Source: an optimization exercise on an open RTL-to-GDS flow (aim: small area). Production flows keep margins and buffers that such runs may drop.
In this exercise RTL edits were held to simulation tests only and were not proved equivalent to the original.

==> flow/design.v <==
`timescale 1ns / 1ps
module calculator_hex(
    input clk,
    input rst,
    input button,
    input [7:0]num1,
    input [7:0]num2,
    input [2:0]func,
    output [31:0]cal_result
    );
    reg flag;           
    reg button_pos;     
    reg [31:0] R;       
    reg p;              
    reg q;              
    reg [27:0] T;       
    reg [15:0] U;       
    always @(posedge clk or posedge rst) begin
        if (rst)
            flag <= 1'b0;
        else if (button)
            flag <= 1'b1;
    end
    always @(posedge clk or posedge rst) begin
        if (rst)
            button_pos <= 1'b0;
        else
            button_pos <= button;
    end
    always @(posedge clk or posedge rst) begin
        if (rst)
            p <= 1'b1;
        else
            p <= ~p;
    end
    always @(negedge clk or posedge rst) begin
        if (rst)
            q <= 1'b0;
        else
            q <= p;
    end
    wire h2 = ~(p ^ q);                      
    wire take = button & ~button_pos & ~rst;
    wire f_add = (func == 3'd0);
    wire f_sub = (func == 3'd1);
    wire f_mul = (func == 3'd2);
    wire f_div = (func == 3'd3);
    wire f_mod = (func == 3'd4);
    wire f_sq  = (func == 3'd5);
    wire [31:0] A = {R[31:8], R[7:0] | (num1 & {8{~flag}})};
    wire [7:0]  B = num2;
    wire divp = take & (f_div | f_mod);
    wire sqp  = ~take | (f_sq & flag);            
    wire mulp = take & (f_mul | (f_sq & ~flag));  
    wire addp = take & (f_add | f_sub) & h2;
    wire subp = f_sub;
    wire [1:0] j = {~take, ~h2};                  
    wire [7:0] M = f_mul ? B : A[7:0];
    wire [15:0] D = h2 ? A[15:0] : A[31:16];      
    reg [35:0] X;
    always @(*) begin
        X = 36'd0;
        if (divp)
            X = {4{1'b1, ~B}};
        else if (!sqp)
            X = {4'd0, A};
        else begin
            case (j)
                2'd0: X = {4'd0, A[30:4], 1'b0, A[3:0]};
                2'd1: X = {12'd0, A[26:8], 1'b0, A[7:4]};
                2'd2: X = {20'd0, A[22:12], 1'b0, A[11:8]};
                2'd3: X = {28'd0, A[18:16], 1'b0, A[15:12]};
            endcase
        end
    end
    reg [3:0] n;
    always @(*) begin
        if (divp)
            n = 4'b1111;
        else if (sqp) begin
            case (j)
                2'd0: n = A[3:0];
                2'd1: n = A[7:4];
                2'd2: n = A[11:8];
                default: n = A[15:12];
            endcase
        end else if (mulp)
            n = h2 ? M[3:0] : M[7:4];
        else if (addp)
            n = 4'd1;
        else
            n = 4'd0;
    end
    wire [3:0] nn = {n[0], n[1], n[2], n[3]};
    reg [35:0] ADm;
    reg [3:0]  cin;
    reg [3:1]  inj;
    always @(*) begin
        ADm = 36'd0;
        cin = 4'd0;
        inj = 3'd0;
        if (divp) begin
            cin = 4'b1111;
            inj = {D[12], D[13], D[14]};
        end else if (sqp) begin
            if (h2)
                ADm[28:5] = T[23:0];
            else if (take)
                ADm[20:5] = U;
        end else if (mulp) begin
            if (h2)
                ADm[28:1] = T;
        end else if (addp) begin
            ADm[28:0] = {{24{subp}}, B[7:3] ^ {5{subp}}};
            cin = {B[0], B[1], B[2], 1'b0} ^ {4{subp}} & 4'b1110;
            inj = {subp, 2'b00};
        end
    end
    wire [15:0] Drev;
    genvar k, i, s;
    generate
        for (i = 0; i < 16; i = i + 1) begin : drv
            assign Drev[i] = D[15 - i];
        end
    endgenerate
    wire [15:0] qb;
    wire [31:0] mac;
    wire [7:0]  rem;
    generate
        for (k = 0; k < 4; k = k + 1) begin : mrow
            for (s = 0; s < 4; s = s + 1) begin : seg
                wire [8:0] in;
                wire [8:0] sum;
                wire [8:0] o;
                wire [9:0] c;
                wire       ci0;
                wire [8:0] pp = X[9*s+8:9*s] & {9{nn[k]}};
                if (k == 0) begin : r0
                    if (s == 0) begin : s0
                        assign in = divp ? {(h2 ? T[7:0] : 8'd0), D[15]} : ADm[8:0];
                    end else begin : sn
                        assign in = divp ? {mrow[3].seg[s-1].o[7:0], Drev[4*s]} : ADm[9*s+8:9*s];
                    end
                end else begin : rk
                    if (s == 0) begin : s0
                        assign in = {mrow[k-1].seg[0].o[7:0], inj[k]};
                    end else begin : sn
                        assign in = {mrow[k-1].seg[s].o[7:0],
                                     divp ? Drev[4*s+k] : mrow[k-1].seg[s-1].o[8]};
                    end
                end
                if (s == 0) begin : c0
                    assign ci0 = cin[k];
                end else begin : cn
                    assign ci0 = mrow[k].seg[s-1].c[9] | divp;
                end
                assign c[0] = ci0;
                for (i = 0; i < 9; i = i + 1) begin : fab
                    assign sum[i] = in[i] ^ pp[i] ^ c[i];
                    assign c[i+1] = (in[i] & pp[i]) | (in[i] & c[i]) | (pp[i] & c[i]);
                end
                assign qb[15 - (4*s + k)] = c[9];
                wire keep = divp & ~c[9];
                assign o[7:0] = keep ? in[7:0] : sum[7:0];
                assign o[8] = sum[8];
            end
        end
    endgenerate
    assign mac = {mrow[3].seg[3].o[4:0], mrow[3].seg[2].o, mrow[3].seg[1].o, mrow[3].seg[0].o};
    assign rem = mrow[3].seg[3].o[7:0];
    always @(negedge clk or posedge rst) begin
        if (rst)
            T <= 28'd0;
        else
            T <= divp ? {4'd0, qb, rem} : mac[27:0];
    end
    always @(posedge clk or posedge rst) begin
        if (rst)
            U <= 16'd0;
        else
            U <= mac[15:0];
    end
    reg [31:0] Y;
    always @(*) begin
        case (func)
            3'd3:       Y = {T[23:8], qb};
            3'd4:       Y = {24'd0, rem};
            3'd6, 3'd7: Y = R;
            default:    Y = mac;
        endcase
    end
    wire [31:0] N = take ? Y : R;
    assign cal_result = N;
    always @(posedge clk or posedge rst) begin
        if (rst)
            R <= 32'd0;
        else
            R <= N;
    end
endmodule
clock: 350.0 ns
lec_check: 0
cap_margin: 20
core_margin: 2
core_utilization: 40
slew_margin: 20
run.sh (not shown) runs the stock make flow with config.mk's settings and CLKGATE_MAP_FILE= SYNTH_SCRIPT=/design/flow/synth_recipe.tcl, a recipe that flattens the netlist after the stock synthesis.
Change:
--- a/flow/config.mk
+++ b/flow/config.mk
@@ -10,0 +11 @@
+export CTS_BUF_LIST = sky130_fd_sc_hd__clkbuf_8
Hold slack is better by 7.6 ps.
Cell area is lower by 0.76%.
Routed wire length barely changes.
